From an optimization exercise on the open Yosys and OpenROAD flow, aimed at small area; shortcuts taken in it are not production practice.
Where RTL was checked, it was by simulation tests only, not by an equivalence proof against the original.
No activity file was given, so power comes from the tool's default toggle rates.

Design vga_enh_top, start of the top module:
module vga_enh_top (
	wb_clk_i, wb_rst_i, wb_inta_o,
	wbs_adr_i, wbs_dat_i, wbs_dat_o, wbs_sel_i, wbs_we_i, wbs_stb_i, wbs_cyc_i, wbs_ack_o, wbs_rty_o, wbs_err_o,
	wbm_adr_o, wbm_dat_i, wbm_cti_o, wbm_bte_o, wbm_sel_o, wbm_we_o, wbm_stb_o, wbm_cyc_o, wbm_ack_i, wbm_err_i,
	clut_mem_adr_o, clut_mem_we_o, clut_mem_d_o, clut_mem_q_i,
	line_mem_wadr_o, line_mem_we_o, line_mem_d_o, line_mem_radr_o, line_mem_q_i,
	hsync_pad_o, vsync_pad_o, csync_pad_o, blank_pad_o, r_pad_o, g_pad_o, b_pad_o
	);
Size in the first run: about 1500 flip-flops, about 0.064 mm² of cells after synthesis.
Settings: LEC_CHECK=0, CAP_MARGIN=20, CORE_MARGIN=2, CORE_UTILIZATION=40, SLEW_MARGIN=20; clock period 10.0 ns.
run.sh (not shown) runs the stock make flow with config.mk's settings and CLKGATE_MAP_FILE= SYNTH_SCRIPT=/design/flow/synth_recipe.tcl, a recipe that flattens the netlist after the stock synthesis.
Then changed:
- CTS_BUF_LIST: not set -> sky130_fd_sc_hd__clkbuf_16
- CTS_CLUSTER_DIAMETER: not set -> 60
- CTS_CLUSTER_SIZE: not set -> 20
What happened: Die area is unchanged. Setup slack gains 0.035 ns. Utilization goes down by 0.76 points. Clock power goes down by about a fifth. Synthesized area stays the same. Final area goes down slightly.
No functional check of the RTL was part of any run of this note.

========
vga_enh_top, a different RTL version from the one above (not shown whole).
Size: roughly 4500 cells after synthesis, ~320 I/O pins.
clock: 10.0 ns
lec_check: 0
cap_margin: 20
core_margin: 2
core_utilization: 60
slew_margin: 20
standard.sh (not shown) runs the stock make flow with config.mk's settings and CLKGATE_MAP_FILE= SYNTH_SCRIPT=/design/flow/synth_recipe.tcl, a recipe that flattens the netlist after the stock synthesis.
==> flow/flow/run.sh <==
#!/bin/bash
# The standard layout (standard.sh), with three changes:
#  - after the standard synthesis, its combinational logic is re-mapped for
#    area by remap.sh (registers untouched: same instance names, same cells)
#  - port buffers use the smallest buffer cell
#  - clock tree: sink clusters of at most 16 flip-flops within 70 um, driven by clkbuf_8, no dummy loads
# Each tool's output goes to a log file in this folder (flow_*.log, remap_*.log)
# and ORFS's own logs are under orfs/logs.
set -euo pipefail
HERE=$(cd "$(dirname "$0")" && pwd)
R=orfs/results/$FLOW_PLATFORM/vga_enh_top/base
LIB=$FLOW_HOME/platforms/$FLOW_PLATFORM/lib/sky130_fd_sc_hd__tt_025C_1v80.lib

bash standard.sh synth > flow_synth.log 2>&1
cp $R/1_2_yosys.v $R/1_2_yosys.standard.v
bash "$HERE/remap.sh" $R/1_2_yosys.standard.v $R/1_2_yosys.v "$LIB" "$FLOW_TOP" > flow_remap.log 2>&1
rm -f $R/1_synth.odb $R/1_synth.sdc

export BUFFER_PORTS_ARGS="-buffer_cell sky130_fd_sc_hd__buf_1"
export CTS_ARGS="-sink_clustering_enable -repair_clock_nets -dont_use_dummy_load -sink_clustering_size 16 -sink_clustering_max_diameter 70 -buf_list sky130_fd_sc_hd__clkbuf_8"
bash standard.sh > flow_layout.log 2>&1
==> flow/flow/abc6.abc <==
strash
&get -n
&fraig -x
&put
dc2
dch -f
amap -F 2 -A 5
strash
dch -f
amap -F 2 -A 5
strash
dch -f
amap -F 2 -A 5
==> flow/flow/abc7.abc <==
strash
&get -n
&fraig -x
&put
dc2
dch -f
amap -F 3 -A 10
strash
dch -f
amap -F 3 -A 10
Other scripts of this flow, unchanged in this note and not shown: flow/flow/abc1.abc, flow/flow/abc2.abc, flow/flow/abc3.abc, flow/flow/abc4.abc, flow/flow/abc5.abc, flow/flow/dont_use.txt, flow/flow/remap.sh
Rerun with:
--- a/flow/flow/run.sh
+++ b/flow/flow/run.sh
@@ -6 +6 @@
-#  - clock tree: sink clusters of at most 16 flip-flops within 70 um, driven by clkbuf_8, no dummy loads
+#  - clock tree: sink clusters of at most 16 flip-flops within 50 um, driven by clkbuf_8, no dummy loads
@@ -20 +20 @@
-export CTS_ARGS="-sink_clustering_enable -repair_clock_nets -dont_use_dummy_load -sink_clustering_size 16 -sink_clustering_max_diameter 70 -buf_list sky130_fd_sc_hd__clkbuf_8"
+export CTS_ARGS="-sink_clustering_enable -repair_clock_nets -dont_use_dummy_load -sink_clustering_size 16 -sink_clustering_max_diameter 50 -buf_list sky130_fd_sc_hd__clkbuf_8"
removed: flow/flow/abc6.abc
removed: flow/flow/abc7.abc
Non-clock buffer count climbs by 15.
Design area grows slightly.
Worst setup slack improved by 0.068 ns.
Total power increases by a few percent.
Count of clock-buffer cells in the layout came out higher by 32.

port drivers added, routing unchanged:
In the flow no input, the clock included, has a driving cell. The finished layouts below were timed again as built, in two steps. Step 1 assumes that a clkbuf_16 drives the clock port and a buf_2 every other input. Step 2 also shifts input and output timing later by t, the mid clock arrival at the registers, as if the neighbouring blocks saw the same clock. Three values: no drivers, after step 1, after step 2; two values: the first two.
run	t, ns	setup WS [ns]	hold slack, ns	worst setup path at the end	pins driven straight from the clock port
the first run of note 1	0.886	3.919 / 3.828 / 4.058	0.323 / 0.323 / 0.323	input to output	1
the second run of note 1	0.851	3.953 / 3.863 / 4.073	0.322 / 0.322 / 0.322	input to output	1
the first run of note 2	0.867	3.500 / 3.425 / 3.310	0.325 / 0.325 / 0.325	input to register	1
the second run of note 2	0.902	3.569 / 3.569 / 3.569	0.326 / 0.326 / 0.326	register to register	1
After both steps setup and hold are still met in every run listed. For the first run of note 2, which loses most, drivers alone change the setup slack by -0.075 ns; drivers and shift together by -0.190 ns.
